This is an optimization exercise on Yosys and OpenROAD, whose aim is small area and a short achievable clock period, not a production implementation.
Function was checked by simulation only, so behaviour that the tests miss may differ from the original.
In every run shown here, the design's own scripts or RTL, not TritonCTS, make the clock network.
The clock port is modelled as an ideal driver, which makes a skipped or thinned clock tree look cheaper than it is; a real chip needs a root buffer or a tree.
No activity file was given, so power comes from the tool's default toggle rates.

==> design.v <==
module timer #(
    parameter FREQUENCY_VALUE = 50_000_000 
) (
    input logic clk,
    input logic reset_n,
    input   logic   [1:0]   avmms_address,
    input   logic           avmms_write,
    input   logic   [31:0]  avmms_writedata,
    input   logic   [3:0]   avmms_byteenable,
    input   logic           avmms_read,
    output  logic   [31:0]  avmms_readdata,
    output  logic           coe_interrupt
);
logic [63:0] counter_reg;
logic [63:0] counter;
logic complete, busy, start, stop;
logic load;      
logic [7:0] valid;
wire [63:0] rv;
localparam NS = 8;
logic [NS-1:1] en;
wire  [NS-1:1] z;          
wire [NS-1:0] zero_r;      
wire [NS:1]   zr_pre;      
wire [NS:1]   zc_pre;      
wire seg0_one = (counter[7:0] == 8'h1);
assign zc_pre[1] = 1'b1;
assign zr_pre[1] = zero_r[0];
wire wr0 = avmms_write && (avmms_address == 2'h0);
wire wr1 = avmms_write && (avmms_address == 2'h1);
wire wr2 = avmms_write && (avmms_address == 2'h2);
wire start_d = wr0 && (avmms_byteenable[0] ? avmms_writedata[0] : start);
wire stop_d  = wr0 && (avmms_byteenable[0] ? avmms_writedata[1] : stop);
always_ff @ (posedge clk or negedge reset_n)
    if (!reset_n) begin
        start <= 1'b0;
        stop  <= 1'b0;
        load  <= 1'b0;
    end else begin
        start <= start_d;
        stop  <= stop_d;
        load  <= start_d && !zr_pre[NS];
    end
genvar b;
generate
    for (b = 0; b < 4; b = b + 1) begin : g_r
        always_ff @ (posedge clk)
            if (wr1 && avmms_byteenable[b]) counter_reg[8*b +: 8] <= avmms_writedata[8*b +: 8];
        always_ff @ (posedge clk)
            if (wr2 && avmms_byteenable[b]) counter_reg[32+8*b +: 8] <= avmms_writedata[8*b +: 8];
        always_ff @ (posedge clk or negedge reset_n)
            if (!reset_n) valid[b] <= 1'b0;
            else if (wr1 && avmms_byteenable[b]) valid[b] <= 1'b1;
        always_ff @ (posedge clk or negedge reset_n)
            if (!reset_n) valid[4+b] <= 1'b0;
            else if (wr2 && avmms_byteenable[b]) valid[4+b] <= 1'b1;
    end
    for (b = 0; b < 8; b = b + 1) begin : g_rv
        assign rv[8*b +: 8] = counter_reg[8*b +: 8] & {8{valid[b]}};
    end
endgenerate
always_ff @ (posedge clk)
    case (avmms_address)
        2'h0: avmms_readdata <= {28'h0, complete, busy, stop, start};
        2'h1: avmms_readdata <= rv[31:0];
        2'h2: avmms_readdata <= rv[63:32];
        default: avmms_readdata <= 32'h0;
    endcase
wire [63:0] bmask;
genvar j, i;
generate
    for (j = 0; j < NS; j = j + 1) begin : g_seg
        assign zero_r[j] = ~valid[j] | ~|counter_reg[8*j +: 8];
        assign bmask[8*j] = (j == 0) ? 1'b1 : en[j];
        for (i = 1; i < 8; i = i + 1) begin : g_bit
            assign bmask[8*j+i] = bmask[8*j] & ~|counter[8*j +: i];
        end
        if (j > 0) begin : g_hi
            assign z[j] = ~|counter[8*j +: 8];
            assign zc_pre[j+1] = &z[j:1];
            assign zr_pre[j+1] = &zero_r[j:0];
            always_ff @ (posedge clk)
                if (load) begin
                    en[j] <= zr_pre[j];
                end else begin
                    en[j] <= seg0_one && zc_pre[j];
                end
        end
    end
endgenerate
always_ff @ (posedge clk)
    if (load) counter <= rv;
    else      counter <= counter ^ bmask;
wire one = seg0_one && zc_pre[NS];
always_ff @ (posedge clk or negedge reset_n)
    if (!reset_n) complete <= 1'b0;
    else complete <= (busy && one) || (complete && !wr0);
always_ff @ (posedge clk or negedge reset_n)
    if (!reset_n) busy <= 1'b0;
    else busy <= load || (busy && !stop && !one);
assign coe_interrupt = complete;
endmodule
==> flow/run.sh <==
#!/bin/bash
# Standard layout with two changes: plain buf_1 cells as the port buffers, and
# a two-level clock tree (flow/cts_hook.tcl) in place of TritonCTS: the clock
# port drives four clkbuf_8 cells, each driving two clkbuf_16 leaves.
# Full output of the flow goes to standard.log.
export BUFFER_PORTS_ARGS="-buffer_cell sky130_fd_sc_hd__buf_1"
export PRE_CTS_TCL="$PWD/flow/cts_hook.tcl"
bash standard.sh > standard.log 2>&1
==> flow/cts_hook.tcl <==
# Replaces TritonCTS with a two-level clock tree. The registers are split by
# recursive bisection into 8 groups of nearby sinks, each driven by a
# clkbuf_16 leaf. The clock port drives four clkbuf_8 cells, each driving the
# leaves of two neighbouring groups.
proc cts_split {sinks idx} {
  set s [lsort -integer -index $idx $sinks]
  set k [expr {[llength $s] / 2}]
  return [list [lrange $s 0 [expr {$k - 1}]] [lrange $s $k end]]
}

proc cts_center {sinks} {
  set ax 0
  set ay 0
  foreach s $sinks {
    set ax [expr {$ax + [lindex $s 1]}]
    set ay [expr {$ay + [lindex $s 2]}]
  }
  set n [llength $sinks]
  return [list [expr {$ax / $n}] [expr {$ay / $n}]]
}

proc cts_buffer {block master name x y in_net out_name} {
  set inst [odb::dbInst_create $block $master $name]
  $inst setLocation $x $y
  $inst setPlacementStatus PLACED
  set net [odb::dbNet_create $block $out_name]
  $net setSigType CLOCK
  [$inst findITerm A] connect $in_net
  [$inst findITerm X] connect $net
  return $net
}

proc clock_tree_synthesis {args} {
  set block [ord::get_db_block]
  set db [ord::get_db]
  set clk [$block findNet clk]
  set leaf_master [$db findMaster sky130_fd_sc_hd__clkbuf_16]
  set mid_master [$db findMaster sky130_fd_sc_hd__clkbuf_8]
  set sinks {}
  foreach it [$clk getITerms] {
    set box [[$it getInst] getBBox]
    set x [expr {([$box xMin] + [$box xMax]) / 2}]
    set y [expr {([$box yMin] + [$box yMax]) / 2}]
    lappend sinks [list $it $x $y]
  }
  set quads {}
  foreach half [cts_split $sinks 1] {
    foreach q [cts_split $half 2] {
      lappend quads $q
    }
  }
  set i 0
  foreach q $quads {
    lassign [cts_center $q] qx qy
    set mid_net [cts_buffer $block $mid_master clkbuf_m$i $qx $qy $clk clknet_m$i]
    set j 0
    foreach g [cts_split $q 1] {
      lassign [cts_center $g] gx gy
      set leaf_net [cts_buffer $block $leaf_master clkbuf_l${i}_$j $gx $gy $mid_net clknet_l${i}_$j]
      foreach s $g {
        set it [lindex $s 0]
        $it disconnect
        $it connect $leaf_net
      }
      puts "clock leaf clkbuf_l${i}_$j at $gx $gy drives [llength $g] sinks"
      incr j
    }
    incr i
  }
  $clk setSigType CLOCK
  set_propagated_clock [all_clocks]
}
==> standard.sh <==
#!/bin/bash
# synth_recipe.tcl (not shown) runs the flow's synth.tcl, then flattens the netlist and writes it again
# the make line also repeats each setting of config.mk as NAME=value (left out here)
make -C /OpenROAD-flow-scripts/flow DESIGN_CONFIG=/design/flow/config.mk WORK_HOME=/design/flow/orfs CLKGATE_MAP_FILE= SYNTH_SCRIPT=/design/flow/synth_recipe.tcl "${@:-finish}"
==> config.mk <==
export PLATFORM = sky130hd
export DESIGN_NAME = timer
export DESIGN_NICKNAME = timer
export VERILOG_FILES = /design/flow/design.v
export SDC_FILE = /design/flow/constraint.sdc
export NUM_CORES = 4
export LEC_CHECK = 0
export ABC_AREA = 1
export ABC_CLOCK_PERIOD_IN_PS = 2000
export CAP_MARGIN = 20
export CORE_MARGIN = 2
export CORE_UTILIZATION = 45
export SETUP_SLACK_MARGIN = 1.5
export SLEW_MARGIN = 20
==> constraint.sdc <==
create_clock -name core_clock -period 3.0 [get_ports {clk}]
set_input_delay 0.6000 -clock core_clock [delete_from_list [all_inputs] [get_ports {clk}]]
set_output_delay 0.6000 -clock core_clock [all_outputs]
set_load 0.01 [all_outputs]
==> run summary, run 1 <==
The flow ran to the end and the layout has no timing, DRC or antenna violations. The total power is 5.07 mW. In this run the standard cell core region covers 15900 um^2.

The worst path required time was 2980 ps. In the routed design, unresolved DRC markers number 0. Entering global routing, the biggest net connects 59 pins.

The synthesized design contains 180 register bits. The die covers 17300 um^2. The run gives 268 as the violation count after the first detailed-routing iteration. The HPWL reported at the end of detailed placement was 11800 um.

The least setup slack across all paths after layout came out at 1540 ps. With fillers left out, the area of the finished cells amounts to 8270 um^2. In this run the critical register-to-register path is launched from counter_reg[31]. In the post-synthesis netlist, the biggest area contributors are sky130_fd_sc_hd__dfxtp_1 (28%), sky130_fd_sc_hd__edfxtp_1 (26%), sky130_fd_sc_hd__nand2_1 (7.3%), sky130_fd_sc_hd__nand3_1 (5.4%), sky130_fd_sc_hd__dfrtp_1 (4.4%).

The run gives 41.2% as the worst relative slew slack. The flip-flop count of the largest register, all copies and words added came out at 128. Among cell families on the critical path, the largest total delay comes from simple AND/OR/NAND/NOR gates. Setup repair after global routing left no endpoint under its margin. Total wirelength of the detailed-routed design: 16300 um.

The clock period could shrink to 1460 ps. Synthesis produced a netlist with a net count of 832. Clock slew seen by the registers of the worst setup and hold paths: 90 ps. The via count of the first global-routing pass is 5335, and the number of ports placed on the die boundary is 75. The clock latency on the worst-skew pair is 290 ps.

Of all flip-flops after synthesis, the portion carrying an async set or reset was 7.22%. The cell count of the worst reg-to-reg path is 7, and the post-placement cell count is 1045. For the number of max-slew violations in the final report, the log shows 0. For the flop-to-flop setup slack, the log shows 1590 ps.

The number of antenna violations at the first check in global routing is 0, and the number of placement rows is 46. The placer congestion estimate is 0.853, and the mean instance size in the synthesized netlist is 9.41 um^2. For the max capacitance violation total, the log shows 0. The critical path goes through buf_6 -> nor2_4 -> inv_6 -> nor2_2 -> bufinv_8 -> nor2_4. The logs give 779 for the number of standard cells after synthesis and 0 for the number of endpoints failing setup at the final stage.

The global-route wire length before repair is 26400 um. Global routing used 18.3% of the available tracks across all layers. The tools report the hold buffer count at CTS as 0.

The peak supply drop came out at 0.348 mV. For the number of nets still failing antenna checks after routing, the log shows 0. The largest single stage delay on the critical path is 230 ps.

The worst setup path is captured at a flop. Critical path class: in2reg. The leakage dissipation is 3.28 nW. The vertical extent of the die works out to 132 um.

OpenSTA, run right after detailed placement, puts the worst setup slack at 809 ps. The setup TNS after final layout was 0 ps; the warning count from the yosys run was 1. In this run the horizontal extent of the chip is 132 um. The slowest stage of the critical path belongs to the cell sky130_fd_sc_hd__bufinv_8.

Final-stage net count: 907. Before antenna repair, the detailed router went through 5 iterations. The detailed-route vias per instance was 5.12; the post-synthesis cell type count was 36. The power density over the cells was 613 nW/um^2. The number of enable-type register cells in the synthesized netlist was 64; the overall via count from detail_route was 5469. For the final database, setup skew stands at 7.84 ps. The synthesized area came out at 7330 um^2. The most common flop cell mapped by yosys was sky130_fd_sc_hd__dfxtp_1. The post-route netlist has 9.74% of its cells at a drive strength greater than 1.

The count of cells in the finished layout, fillers not included, comes to 1068. 0 antenna diodes ended up in the layout. The worst hold-check path type is in2async. After global routing the overflow that remains totals 0. The endpoint arrival time on the critical path is 1440 ps.

Critical path launch point type: a primary input. The maximum fanout along the worst path is 8. The total of buffers placed on input and output ports was 73; the slew of the pin with the lowest slew margin was 882 ps. After detailed routing, the average wire length per cell comes to 15.3 um. The largest total area in the synthesized netlist belongs to sky130_fd_sc_hd__dfxtp_1. In this run the cell area measured after placement is 7840 um^2. For this configuration, the core starts out at a cell density of 46.1%.

The endpoint identified for the worst register-to-register timing path is en[7]. The sequential-to-total area share from yosys stat was 58.8%; the share of the clock period used by the worst path after layout was 48.5%. The number of buffers and inverters on the critical path was 3; the relative area change from synthesis to final layout was 12.9%.

Counting stages on the worst path, the most repeated cell is sky130_fd_sc_hd__nor2_4. The run gives 0 as the final count of hold timing violations. Static timing analysis puts the maximum clock frequency at 687 MHz. Of the post-synthesis cell area, the dominant cell type holds 28.1%.
==> per-layer routing <==
layer / vias to the layer above / track usage (%) / part of all wire, %
li1: 2761 / - / -
met1: 2554 / 24.0 / 44
met2: 140 / 33.3 / 50
met3: 14 / 1.50 / 4.3
met4: 0 / 3.38 / 1.7
met5: - / 0 / 0
==> cell usage after synthesis, types with 10 or more instances <==
cell type and instances:
sky130_fd_sc_hd__nand2_1 142, sky130_fd_sc_hd__dfxtp_1 103, sky130_fd_sc_hd__nand3_1 79, sky130_fd_sc_hd__nor2_1 69, sky130_fd_sc_hd__edfxtp_1 64, sky130_fd_sc_hd__inv_1 59, sky130_fd_sc_hd__o21ai_0 51, sky130_fd_sc_hd__a21oi_1 25
sky130_fd_sc_hd__a31oi_1 22, sky130_fd_sc_hd__xor2_1 21, sky130_fd_sc_hd__buf_2 13, sky130_fd_sc_hd__dfrtp_1 13, sky130_fd_sc_hd__nor2_2 13, sky130_fd_sc_hd__clkbuf_1 12, sky130_fd_sc_hd__ha_1 11, sky130_fd_sc_hd__o21ai_1 11
sky130_fd_sc_hd__nor2_4 10
==> stage by stage <==
| step | util (%) | hold slack [ps] |
|---|---|---|
| 2_1_floorplan | - | 304 |
| 3_3_place_gp | 49.4 | 458 |
| 3_5_place_dp | 49.4 | 471 |
| 4_1_cts | 51.5 | 432 |
| 5_1_grt | 52.1 | 442 |
| 6_report | 52.1 | 397 |
==> worst max-delay path by stage <==
| stage | start | to | slack, ps | cells after the start |
|---|---|---|---|---|
| floorplan | avmms_address[1] | counter_reg[40] | 1430 | 6 |
| global placement | avmms_address[1] | counter_reg[62] | 830 | 7 |
| detailed placement | avmms_address[1] | counter_reg[45] | 810 | 7 |
| CTS | complete | coe_interrupt | 1510 | 1 |
| global route | counter_reg[2] | en[6] | 1490 | 7 |
| finish | avmms_address[0] | counter_reg[34] | 1540 | 6 |
==> repair_timing <==
action / CTS / global route
endpoints found under the setup margin: 78 / 30
hold endpoints to repair: 0 / 0
pin swaps: 5 / 5
gates cloned: 3 / 0
gates resized for setup: 17 / 13
setup buffers: 1 / 7
==> logic make-up (layout without fill, tap and decap cells) <==
kind of cell    count (synthesis)  count (layout)  synth area share, %
fa+ha+maj                      11              11                 1.88
buf+inv                        96             166                 5.14
compound gates                131             131                 10.2
simple gates                  333             336                 20.6
flops                         180             180                 58.8
xor+xnor                       28              28                 3.35
==> layout by cell type, fill, tap and decap left out, types with 6 or more instances in the layout <==
cell type                   Yosys  layout
sky130_fd_sc_hd__ha_1          11      11
sky130_fd_sc_hd__o22ai_1        6       6
sky130_fd_sc_hd__dfxtp_1      103     103
sky130_fd_sc_hd__xnor2_1        7       7
sky130_fd_sc_hd__dfrtp_1       13      13
sky130_fd_sc_hd__o21ai_0       51      48
sky130_fd_sc_hd__buf_1          3      70
sky130_fd_sc_hd__nor2_1        69      62
sky130_fd_sc_hd__o31ai_1        8       8
sky130_fd_sc_hd__nand4_1        7       7
sky130_fd_sc_hd__a21oi_1       25      25
sky130_fd_sc_hd__nand2_1      142     142
sky130_fd_sc_hd__nor2_2        13      13
sky130_fd_sc_hd__inv_1         59      58
sky130_fd_sc_hd__nor2_4        10      20
sky130_fd_sc_hd__clkbuf_16      0       8
sky130_fd_sc_hd__a31oi_1       22      22
sky130_fd_sc_hd__edfxtp_1      64      64
sky130_fd_sc_hd__nand3_1       79      79
sky130_fd_sc_hd__xor2_1        21      21
sky130_fd_sc_hd__o21ai_1       11      12
sky130_fd_sc_hd__buf_4          0      12
==> final cells by class <==
class / instances / area, um^2
well taps: 216 / 270
inverters: 68 / 287
plain buffers: 12 / 255
fillers: 1474 / 7610
multi-input cells: 506 / 2750
repair buffers: 86 / 400
flip-flops and latches: 180 / 4310
==> where the power goes <==
part,total [mW],internal [mW],switching (mW)
registers,3.04,2.84,0.202
logic,0.734,0.304,0.430
clock network,1.30,0.602,0.693
==> inputs of run 2 (changes only) <==
--- a/design.v
+++ b/design.v
@@ -14,18 +14,8 @@
 logic [63:0] counter_reg;
 logic [63:0] counter;
 logic complete, busy, start, stop;
+logic complete_o;  
 logic load;      
-logic [7:0] valid;
-wire [63:0] rv;
-localparam NS = 8;
-logic [NS-1:1] en;
-wire  [NS-1:1] z;          
-wire [NS-1:0] zero_r;      
-wire [NS:1]   zr_pre;      
-wire [NS:1]   zc_pre;      
-wire seg0_one = (counter[7:0] == 8'h1);
-assign zc_pre[1] = 1'b1;
-assign zr_pre[1] = zero_r[0];
 wire wr0 = avmms_write && (avmms_address == 2'h0);
 wire wr1 = avmms_write && (avmms_address == 2'h1);
 wire wr2 = avmms_write && (avmms_address == 2'h2);
@@ -41,6 +31,8 @@
         stop  <= stop_d;
         load  <= start_d && !zr_pre[NS];
     end
+logic [7:0] valid;
+wire [63:0] rv;
 genvar b;
 generate
     for (b = 0; b < 4; b = b + 1) begin : g_r
@@ -66,6 +58,15 @@
         2'h2: avmms_readdata <= rv[63:32];
         default: avmms_readdata <= 32'h0;
     endcase
+localparam NS = 8;
+logic [NS-1:1] en;
+wire  [NS-1:1] z;          
+wire [NS-1:0] zero_r;      
+wire [NS:1]   zr_pre;      
+wire [NS:1]   zc_pre;      
+wire seg0_one = (counter[7:0] == 8'h1);
+assign zc_pre[1] = 1'b1;
+assign zr_pre[1] = zero_r[0];
 wire [63:0] bmask;
 genvar j, i;
 generate
@@ -96,7 +97,10 @@
     if (!reset_n) complete <= 1'b0;
     else complete <= (busy && one) || (complete && !wr0);
 always_ff @ (posedge clk or negedge reset_n)
+    if (!reset_n) complete_o <= 1'b0;
+    else complete_o <= (busy && one) || (complete_o && !wr0);
+always_ff @ (posedge clk or negedge reset_n)
     if (!reset_n) busy <= 1'b0;
     else busy <= load || (busy && !stop && !one);
-assign coe_interrupt = complete;
+assign coe_interrupt = complete_o;
 endmodule
--- a/config.mk
+++ b/config.mk
@@ -10,5 +10,5 @@
 export CAP_MARGIN = 20
 export CORE_MARGIN = 2
 export CORE_UTILIZATION = 45
-export SETUP_SLACK_MARGIN = 1.5
+export SETUP_SLACK_MARGIN = 1.6
 export SLEW_MARGIN = 20
==> run 2 against run 1 <==
- global-route usage is 0.17 points higher
- cell count is 2.3% higher
- clock power hardly changed
- largest cell class unchanged
- largest power group unchanged
- sequential share of layout area is 1.4 points lower
- critical path depth is 1 higher
- still clean
- register-to-register slack worse by 40 ps
- design area is 3.4% higher
- hold slack worse by 150 ps
- highest routed layer unchanged
- via count is 1.3% higher
==> run summary, run 2 <==
The flow ran to the end and the layout has no timing, DRC or antenna violations. Cells with a size suffix above 1 make up 14.7% of the layout. Headroom to the max-slew limit came out at 68.0%.

The logs give 688 MHz for the upper clock frequency limit and 75 for the number of ports placed on the die boundary. Critical path class: reg2reg. The min-delay analysis places its worst path in the category in2async. The run gives 54 as the largest net degree at the start of global routing. The core region is 15900 um^2. The number of endpoints failing setup at the final stage came out at 0.

The mean instance size in the synthesized netlist is 9.37 um^2. The library cells used most frequently in the layout, excluding fill and tap cells, are sky130_fd_sc_hd__nand2_1 (149), sky130_fd_sc_hd__dfxtp_1 (102), sky130_fd_sc_hd__nand3_1 (75). The number of enable-type register cells in the synthesized netlist came out at 64. For met3 alone, demand over resource in global routing was 1.85%.

The total wirelength of the detailed-routed design was 16800 um. In this run the worst path has a maximum fanout of 5. Endpoint type of the worst setup path: a flop. For the number of standard cells after synthesis, the log shows 786.

For the final count of hold timing violations, the log shows 0. The overall via count from detail_route is 5540, and the antenna diode instance count is 0. The worst register-to-register path has a depth of 7. The most used flip-flop cell after synthesis is sky130_fd_sc_hd__dfxtp_1. The run gives 0.431 mV as the peak supply drop.

In this run the vertical extent of the chip is 132 um. The total of buffers placed on input and output ports was 73; the clock latency on the worst-skew pair was 290 ps. The startpoint identified for the worst register-to-register timing path is counter_reg[15]. For the setup TNS after final layout, the log shows 0 ps. The count of state elements after synthesis is 181. After synthesis, flip-flops and latches occupy 58.8% of the total area. At the pin with the least slew margin, the transition time is 481 ps.

Top cell type by total area after synthesis: sky130_fd_sc_hd__dfxtp_1. The tools report the number of iterations in the first detailed-routing pass as 5. Hold is met by 246 ps. Buffers inserted to repair hold after CTS numbered 0.

Detailed-route vias per instance: 5.07. The most common cell after layout, fill and taps aside was sky130_fd_sc_hd__nand2_1. The number of nets still failing antenna checks after routing is 0.

After layout, the minimum clock period comes to 1450 ps. By count the netlist is led by sky130_fd_sc_hd__nand2_1 (153), sky130_fd_sc_hd__dfxtp_1 (103), sky130_fd_sc_hd__nand3_1 (77), sky130_fd_sc_hd__edfxtp_1 (64), sky130_fd_sc_hd__nor2_1 (63). The slowest stage of the critical path is the sky130_fd_sc_hd__edfxtp_1 cell.

The non-filler instance count after layout is 1093, and the endpoint arrival time on the critical path is 1690 ps. Number of antenna violations at the first check in global routing: 0. The worst setup skew after layout was 12.5 ps.

Dividing total power by cell area gives a power density of 605 nW/um^2. The remaining global-route overflow is 0. The worst setup path is launched from a flop.

The relative area change from synthesis to final layout is 16.1%, and the DRC violation count after routing is 0. For this configuration, the core starts out at a cell density of 46.2%. The die covers 17400 um^2.

For the final-stage net count, the log shows 932. Across every metal layer, demand over resource in global routing totals 18.5%. After layout, the worst path uses 48.4% of the clock period. After synthesis, the cell types taking the most area are sky130_fd_sc_hd__dfxtp_1 (28%), sky130_fd_sc_hd__edfxtp_1 (26%), sky130_fd_sc_hd__nand2_1 (7.8%), sky130_fd_sc_hd__nand3_1 (5.2%), sky130_fd_sc_hd__dfrtp_1 (4.8%). The first global-routing pass estimated 26700 um of wire.

Walking the worst path, the cells encountered are nor2_1 -> nand3_1 -> o21ai_4 -> nand2_2 -> nor2_4 -> nand3_2 -> nand2_2. After synthesis, the netlist uses 31 different library cells. The register with the most flip-flops in the layout has 128 of them.

Summed over all nets, the half-perimeter wirelength after detailed placement is 11800 um. The leakage dissipation is 3.41 nW. In this run the most used layer during global routing was met2. The via count of the first global-routing pass is 5433, and the flop-to-flop setup slack is 1550 ps. The clock slew seen by the registers of the worst setup and hold paths was 90 ps; the violation count after the first detailed-routing iteration was 358. After detailed placement, the design holds a cell count of 1051. In this run the core area contains 46 standard-cell rows. The tools report the met2 capacity usage during global routing as 33.0%.

The tools report the capture point of the worst reg-to-reg path as en[6]. In this run the cell area of the synthesized design comes to 7370 um^2. In this design, the stage delay of the slowest critical-path cell is 430 ps. In the final routed layout, each cell accounts on average for 15.3 um.

For the worst setup path, the data required time is 3240 ps. The warning count from the yosys run was 1; the number of nets produced by synthesis was 839. Setup repair after global routing could not meet its margin everywhere. Global routing used 23.9% of the available met1 tracks. The number of max-slew violations in the final report is 0. The most used standard cell by instance count after synthesis was sky130_fd_sc_hd__nand2_1. Routability-driven placement finished with a final weighted congestion of 0.808. The die is 132 um wide.

Cell with the most instances on the worst path: sky130_fd_sc_hd__nand2_2. The tool flagged a number of max-cap violations equal to 0. The area share of the largest cell type after synthesis was 28.0%. After synthesis, the share of flip-flops with an asynchronous set or reset is 7.73%.
==> run 2: timing repair <==
| action | in CTS | in global routing |
|---|---|---|
| setup endpoints to repair | 117 | 71 |
| pin swaps | 14 | 14 |
| buffers inserted | 12 | 12 |
| hold endpoints to repair | 0 | 0 |
| cloned | 5 | 1 |
| resized for setup | 31 | 35 |
==> run 2: metrics by stage <==
step                area (um^2)  total power, mW  util (%)  setup slack, ps
detailed placement         7900             3.87      49.6              947
global route               8560             5.47      53.7             1460
global placement           7900             3.83      49.6              951
CTS                        8380             5.18      52.5             1560
floorplan                  7440             3.66         -             1550
finish                     8560             5.18      53.7             1550
==> run 2: critical path: cells and delay by family (launching register included) <==
kind            cells  cell delay (ps)
flops               1              430
simple gates        6              740
compound gates      1              230
==> run 2: where the power goes <==
| part | total (mW) | internal, mW | switching, mW |
|---|---|---|---|
| clock network | 1.28 | 0.602 | 0.682 |
| registers | 3.08 | 2.86 | 0.222 |
| logic | 0.813 | 0.342 | 0.471 |
==> run 2: how the worst max path moves through the flow <==
| stage | from | end | slack, ps | cells past startpoint |
|---|---|---|---|---|
| 3_5_place_dp | avmms_address[1] | counter_reg[60] | 950 | 7 |
| 4_1_cts | complete_o | coe_interrupt | 1560 | 1 |
| 6_report | counter_reg[15] | en[6] | 1550 | 7 |
| 5_1_grt | counter_reg[15] | en[6] | 1460 | 7 |
| 2_1_floorplan | avmms_address[0] | counter_reg[48] | 1550 | 5 |
| 3_3_place_gp | avmms_address[1] | counter_reg[52] | 950 | 7 |
==> run 2: layout make-up <==
cell class / count / area (um^2)
Sequential cell: 181 / 4340
Multi-Input combinational cell: 518 / 2870
Inverter: 64 / 285
Fill cell: 1470 / 7380
Buffer: 12 / 255
Tap cell: 216 / 270
Timing Repair Buffer: 102 / 538
==> run 2: cells by family (layout without fill, tap and decap cells) <==
family          after synthesis  in the layout  share of synthesized area [%]
xor+xnor                     29             29                           3.45
flops                       181            181                           58.8
simple gates                345            351                           21.3
buf+inv                      93            178                           5.01
fa+ha+maj                    11             11                           1.87
compound gates              127            127                           9.51
==> run 2: per-layer routing <==
layer	vias to the layer above	wire length, um
met3	22	688
li1	2812	-
met2	130	8350
met5	-	0
met1	2576	7310
met4	0	411
==> inputs of run 3 (changes only) <==
--- a/design.v
+++ b/design.v
@@ -14,7 +14,6 @@
 logic [63:0] counter_reg;
 logic [63:0] counter;
 logic complete, busy, start, stop;
-logic complete_o;  
 logic load;      
 wire wr0 = avmms_write && (avmms_address == 2'h0);
 wire wr1 = avmms_write && (avmms_address == 2'h1);
@@ -31,31 +30,22 @@
         stop  <= stop_d;
         load  <= start_d && !zr_pre[NS];
     end
-logic [7:0] valid;
-wire [63:0] rv;
 genvar b;
 generate
     for (b = 0; b < 4; b = b + 1) begin : g_r
-        always_ff @ (posedge clk)
-            if (wr1 && avmms_byteenable[b]) counter_reg[8*b +: 8] <= avmms_writedata[8*b +: 8];
-        always_ff @ (posedge clk)
-            if (wr2 && avmms_byteenable[b]) counter_reg[32+8*b +: 8] <= avmms_writedata[8*b +: 8];
         always_ff @ (posedge clk or negedge reset_n)
-            if (!reset_n) valid[b] <= 1'b0;
-            else if (wr1 && avmms_byteenable[b]) valid[b] <= 1'b1;
+            if (!reset_n) counter_reg[8*b +: 8] <= 8'h0;
+            else if (wr1 && avmms_byteenable[b]) counter_reg[8*b +: 8] <= avmms_writedata[8*b +: 8];
         always_ff @ (posedge clk or negedge reset_n)
-            if (!reset_n) valid[4+b] <= 1'b0;
-            else if (wr2 && avmms_byteenable[b]) valid[4+b] <= 1'b1;
-    end
-    for (b = 0; b < 8; b = b + 1) begin : g_rv
-        assign rv[8*b +: 8] = counter_reg[8*b +: 8] & {8{valid[b]}};
+            if (!reset_n) counter_reg[32+8*b +: 8] <= 8'h0;
+            else if (wr2 && avmms_byteenable[b]) counter_reg[32+8*b +: 8] <= avmms_writedata[8*b +: 8];
     end
 endgenerate
 always_ff @ (posedge clk)
     case (avmms_address)
         2'h0: avmms_readdata <= {28'h0, complete, busy, stop, start};
-        2'h1: avmms_readdata <= rv[31:0];
-        2'h2: avmms_readdata <= rv[63:32];
+        2'h1: avmms_readdata <= counter_reg[31:0];
+        2'h2: avmms_readdata <= counter_reg[63:32];
         default: avmms_readdata <= 32'h0;
     endcase
 localparam NS = 8;
@@ -71,7 +61,7 @@
 genvar j, i;
 generate
     for (j = 0; j < NS; j = j + 1) begin : g_seg
-        assign zero_r[j] = ~valid[j] | ~|counter_reg[8*j +: 8];
+        assign zero_r[j] = ~|counter_reg[8*j +: 8];
         assign bmask[8*j] = (j == 0) ? 1'b1 : en[j];
         for (i = 1; i < 8; i = i + 1) begin : g_bit
             assign bmask[8*j+i] = bmask[8*j] & ~|counter[8*j +: i];
@@ -90,17 +80,14 @@
     end
 endgenerate
 always_ff @ (posedge clk)
-    if (load) counter <= rv;
+    if (load) counter <= counter_reg;
     else      counter <= counter ^ bmask;
 wire one = seg0_one && zc_pre[NS];
 always_ff @ (posedge clk or negedge reset_n)
     if (!reset_n) complete <= 1'b0;
     else complete <= (busy && one) || (complete && !wr0);
 always_ff @ (posedge clk or negedge reset_n)
-    if (!reset_n) complete_o <= 1'b0;
-    else complete_o <= (busy && one) || (complete_o && !wr0);
-always_ff @ (posedge clk or negedge reset_n)
     if (!reset_n) busy <= 1'b0;
     else busy <= load || (busy && !stop && !one);
-assign coe_interrupt = complete_o;
+assign coe_interrupt = complete;
 endmodule
==> flow/run.sh (replaced) <==
#!/bin/bash
# Standard layout with three changes:
#  - after the standard synthesis, its combinational logic is mapped again by
#    ABC (flow/abc_remap.script) without the slow or3/or4 cells; the registers
#    are kept as the standard synthesis made them (same names and cells);
#  - plain buf_1 cells as the port buffers;
#  - a two-level clock tree (flow/cts_hook.tcl) in place of TritonCTS: the
#    clock port drives four clkbuf_8 cells, each driving two clkbuf_16 leaves.
# Each tool's full output goes to a log file in this folder.
set -euo pipefail
W=$PWD
RES=$W/orfs/results/$FLOW_PLATFORM/timer/base
LIB=$FLOW_HOME/platforms/$FLOW_PLATFORM/lib/sky130_fd_sc_hd__tt_025C_1v80.lib
YOSYS=$FLOW_HOME/../tools/install/yosys/bin/yosys
export BUFFER_PORTS_ARGS="-buffer_cell sky130_fd_sc_hd__buf_1"
export PRE_CTS_TCL="$W/flow/cts_hook.tcl"

bash standard.sh synth > synth.log 2>&1
cp $RES/1_2_yosys.v $W/standard_synth.v

python3 $W/flow/genmodels.py $LIB $W/standard_synth.v $W/cell_models.v > genmodels.log 2>&1
du=""
for c in $(sed -n '/DONT_USE_CELLS += \\/,/^$/p' $FLOW_HOME/platforms/$FLOW_PLATFORM/config.mk | grep -o 'sky130_fd_sc_hd__[a-z0-9_]*') \
         sky130_fd_sc_hd__or3_1 sky130_fd_sc_hd__or3_2 sky130_fd_sc_hd__or3_4 \
         sky130_fd_sc_hd__or3b_1 sky130_fd_sc_hd__or3b_2 sky130_fd_sc_hd__or3b_4 \
         sky130_fd_sc_hd__or4_1 sky130_fd_sc_hd__or4_2 sky130_fd_sc_hd__or4_4 \
         sky130_fd_sc_hd__or4b_1 sky130_fd_sc_hd__or4b_2 sky130_fd_sc_hd__or4b_4 \
         sky130_fd_sc_hd__or4bb_1 sky130_fd_sc_hd__or4bb_2 sky130_fd_sc_hd__or4bb_4; do
  du="$du -dont_use $c"
done
cat > $W/remap.ys <<EOT
read_verilog $W/cell_models.v
read_liberty -lib -nooverwrite $LIB
read_verilog $W/standard_synth.v
hierarchy -top $FLOW_TOP
flatten
proc
techmap
opt -fast -purge
abc -script $W/flow/abc_remap.script -liberty $LIB $du
opt_clean -purge
rename -hide w:*.*
splitnets
setundef -zero
hilomap -singleton -hicell sky130_fd_sc_hd__conb_1 HI -locell sky130_fd_sc_hd__conb_1 LO
insbuf -buf sky130_fd_sc_hd__buf_1 A X
opt_clean -purge
stat -liberty $LIB
write_verilog -noattr -noexpr -nohex -nodec $W/remapped.v
EOT
$YOSYS -l $W/remap.log $W/remap.ys > /dev/null 2>&1
cp $W/remapped.v $RES/1_2_yosys.v
rm -f $RES/1_synth.odb $RES/1_synth.sdc

bash standard.sh > standard.log 2>&1
==> flow/abc_remap.script (new file) <==
&get -n
&st
&dch
&nf
&st
&syn2
&if -g -K 6
&synch2
&nf
&st
&syn2
&if -g -K 6
&synch2
&nf
&st
&syn2
&if -g -K 6
&synch2
&nf
&st
&syn2
&if -g -K 6
&synch2
&nf
&st
&syn2
&if -g -K 6
&synch2
&nf
&put
buffer -c
topo
stime -c
upsize -c
dnsize -c
==> flow/genmodels.py (new file) <==
# Writes Verilog models of the combinational sky130hd cells used in a netlist,
# from the liberty 'function' attributes, so yosys can flatten and remap them.
import re, sys
lib = open(sys.argv[1]).read()
net = open(sys.argv[2]).read()
used = set(re.findall(r'^\s*(sky130_fd_sc_hd__\w+)\s', net, re.M))
out = []
for c in re.split(r'\n\s*cell\s*\(', lib)[1:]:
    name = re.match(r'\s*"?(\w+)', c).group(1)
    if name not in used:
        continue
    if re.search(r'\b(ff|latch|statetable)\s*\(', c):
        continue
    pins = re.findall(r'\n\s*pin\s*\(\s*"?(\w+)"?\s*\)\s*\{(.*?)\n\s{8}\}', c, re.S)
    ins, outs = [], []
    for p, body in pins:
        d = re.search(r'direction\s*:\s*"?(\w+)', body).group(1)
        if d == 'input':
            ins.append(p)
        elif d == 'output':
            f = re.search(r'function\s*:\s*"([^"]*)"', body)
            outs.append((p, f.group(1) if f else None))
    if not outs or any(f is None for _, f in outs):
        continue
    def conv(f):
        f = f.replace('!', '~').replace('+', '|').replace('*', '&')
        f = re.sub(r'(\w|\))\s+(?=[\w~(])', r'\1 & ', f)
        return f
    ports = ', '.join(ins + [o for o, _ in outs])
    s = f'module {name} ({ports});\n'
    s += ''.join(f'  input {i};\n' for i in ins)
    s += ''.join(f'  output {o};\n  assign {o} = {conv(f)};\n' for o, f in outs)
    s += 'endmodule\n'
    out.append(s)
open(sys.argv[3], 'w').write('\n'.join(out))
print(len(out), 'models', file=sys.stderr)
--- a/config.mk
+++ b/config.mk
@@ -5,10 +5,9 @@
 export SDC_FILE = /design/flow/constraint.sdc
 export NUM_CORES = 4
 export LEC_CHECK = 0
-export ABC_AREA = 1
 export ABC_CLOCK_PERIOD_IN_PS = 2000
 export CAP_MARGIN = 20
 export CORE_MARGIN = 2
-export CORE_UTILIZATION = 45
+export CORE_UTILIZATION = 55
 export SETUP_SLACK_MARGIN = 1.6
 export SLEW_MARGIN = 20
==> run 3 against run 2 <==
- still clean on timing, DRC and antenna
- core utilization grew 15 points
- area after synthesis down 5.5%
- power up 18%
- global-route usage up 5.6 points
- routed wire length is 2.2% lower
- via count shrank 6.1%
- critical path depth fell by 2
- register-to-register slack got worse by 160 ps
- hold slack got worse by 100 ps
- critical path type unchanged
- largest cell class unchanged
==> run summary, run 3 <==
The detail route stage leaves a number of antenna-violating nets equal to 0. The max capacitance violation total is 0, and the post-placement cell count is 866. The register with the most flip-flops in the layout has 128 of them. The die covers 13600 um^2. After routing, the total negative slack on setup checks comes to 0 ps. Relative area change from synthesis to final layout: 23.1%.

Setup violations remaining at the end of the flow were counted as 0. Time the worst path needs with I/O delays and setup: 1620 ps. 0 antenna diodes ended up in the layout. The clock slew seen by the registers of the worst setup and hold paths is 80 ps. Hold repair after CTS inserted 0 buffers. The top cell types in the final layout, fill and taps aside, are sky130_fd_sc_hd__dfxtp_1 (89), sky130_fd_sc_hd__nand2_1 (70), sky130_fd_sc_hd__mux2_2 (64).

Setup repair after global routing could not meet its margin everywhere. OpenSTA, run right after detailed placement, puts the worst setup slack at 763 ps. The critical path class was reg2reg. Wires add up to 16400 um. Of the cells placed in the final design, the portion with a size suffix greater than 1 is 28.2%. The leakage dissipation came out at 3.27 nW. Port buffering added 73 buffers. The cell area that synthesis handed to floorplanning was 6960 um^2.

Headroom to the max-slew limit came out at 67.3%. The slew of the pin with the lowest slew margin is 491 ps. The most common cell after layout, fill and taps aside was sky130_fd_sc_hd__dfxtp_1. Dividing the detail-routed via count by the number of cells gives 5.68. Entering global routing, the biggest net connects 55 pins.

Across all layers, the routed design uses 5204 vias. The final-stage net count is 788, and the number of nets produced by synthesis is 665. For the global-route usage over all layers, the log shows 24.1%.

The flow ran to the end and the layout has no timing, DRC or antenna violations. The number of placement rows was 41; the vertical extent of the die was 117 um. Based on the critical path, the design can be clocked at up to 618 MHz. After global routing the overflow that remains totals 0.

STA classifies the critical path endpoint as a flop. The first routing iteration left 297 violations. Detailed placement finished with a half-perimeter wire length of 10900 um. Placer congestion estimate: 0.791.

The final count of hold timing violations was 0; the initial cell density of the core was 55.8%. The number of iterations in the first detailed-routing pass was 4. In the routed design, unresolved DRC markers number 0.

The logs give 75 for the number of ports placed on the die boundary and 0.685 mV for the peak supply drop. The mean instance size in the synthesized netlist was 11.2 um^2. Maximum fanout along the worst path: 4.

The region available for standard cell placement spans 12500 um^2. Data on the critical path is required at its endpoint by 3230 ps. The via count of the first global-routing pass came out at 5118. The horizontal die dimension was 117 um; the clock latency on the worst-skew pair was 300 ps. The logs give 1 for the warning count from the yosys run and 0 for the number of max-slew violations in the final report. For the least setup slack across all paths after layout, the log shows 1380 ps. The tools report the number of antenna violations at the first check in global routing as 0.

The critical path launch point type was a flop. On the final layout, the worst clock skew is 17.4 ps. Global-route wire length before repair: 26200 um. Dividing total power by cell area gives a power density of 714 nW/um^2. The routed wirelength normalized by instance count came out at 17.9 um.

After layout, the worst path uses 53.9% of the clock period. The number of standard cells after synthesis was 623. The tools report the endpoint arrival time on the critical path as 1840 ps. The run gives 916 as the non-filler instance count after layout. The path class of the tightest hold or removal check is in2async.
run 3: routing by layer:
| layer | vias to the layer above | GRT usage [%] | share of wire, % |
|---|---|---|---|
| li1 | 2496 | - | - |
| met1 | 2594 | 32.5 | 45 |
| met2 | 92 | 42.9 | 50 |
| met3 | 22 | 2.49 | 3.3 |
| met4 | 0 | 3.97 | 1.6 |
| met5 | - | 0 | 0 |
run 3: worst paths after layout:
path                            slack (ps)               to            from  cells past startpoint
worst max register to register        1380            en[4]  counter_reg[5]                      5
worst min register to register         510      counter[61]     counter[61]                      2
min in group core_clock                510      counter[61]     counter[61]                      2
worst max-delay path                  1380            en[4]  counter_reg[5]                      5
max in group asynchronous             2090             load         reset_n                      2
worst min-delay path                   150  counter_reg[41]         reset_n                      1
run 3: through the flow:
stage	total power, mW	hold WS (ps)	utilization (%)	cell area [um^2]
finish	6.12	147	68.8	8570
global route	6.44	150	68.8	8570
CTS	5.98	150	66.6	8300
detailed placement	4.53	458	60.6	7550
global placement	4.47	455	60.6	7550
floorplan	4.15	304	-	7070
run 3: layout make-up:
| cell class | count | area (um^2) |
|---|---|---|
| fill | 997 | 3890 |
| sequential | 172 | 3830 |
| multi-input combinational | 436 | 3520 |
| timing repair buffer | 120 | 732 |
| buffer | 12 | 255 |
| tap | 172 | 215 |
| inverter | 4 | 15.0 |
run 3: what timing repair did:
action	in CTS	in global routing
gates resized for setup	61	48
pin swaps	20	27
setup buffers	23	15
endpoints found under the setup margin	145	105
run 3: worst max-delay path, stage by stage (launching register included):
cell and delay [ps]:
sky130_fd_sc_hd__dfrtp_2 440, sky130_fd_sc_hd__nor4_4 360, sky130_fd_sc_hd__nand4_1 120, sky130_fd_sc_hd__buf_4 170, sky130_fd_sc_hd__nor3_4 250, sky130_fd_sc_hd__a31o_1 210
run 3: power by group:
part	leakage [nW]	internal, mW	switching [mW]	total, mW
clock network	0.127	0.601	0.666	1.27
registers	1.69	2.89	0.685	3.57
logic	1.45	0.745	0.532	1.28
total	3.27	4.24	1.88	6.12

## port drivers added, routing unchanged
Ports are ideal in the flow. The routed layouts listed here were re-timed in OpenROAD. Step 1, drivers: a clkbuf_16 drives clk and a buf_2 each remaining input, both assumed. Step 2 also shifts input and output timing later by t, the mid clock arrival at the registers, as if the neighbouring blocks saw the same clock. Slacks: ideal / step 1 / step 2; pairs: ideal / step 1.
run	shift t [ns]	setup WS [ns]	hold WS [ns]	clock arrival spread, ns	worst data-port slew with drivers (ns)
run 1	0.363	1.544 / 1.472 / 1.214	0.397 / 0.351 / 0.481	0.009 / 0.009	0.05
run 2	0.362	1.547 / 1.482 / 1.272	0.246 / 0.195 / 0.483	0.014 / 0.014	0.05
run 3	0.362	1.383 / 1.383 / 1.174	0.147 / 0.093 / 0.456	0.019 / 0.019	0.05
After both steps every run listed still meets setup and hold. The setup slack of run 1, which loses most, moves by -0.072 ns with the drivers and by -0.330 ns with both steps.
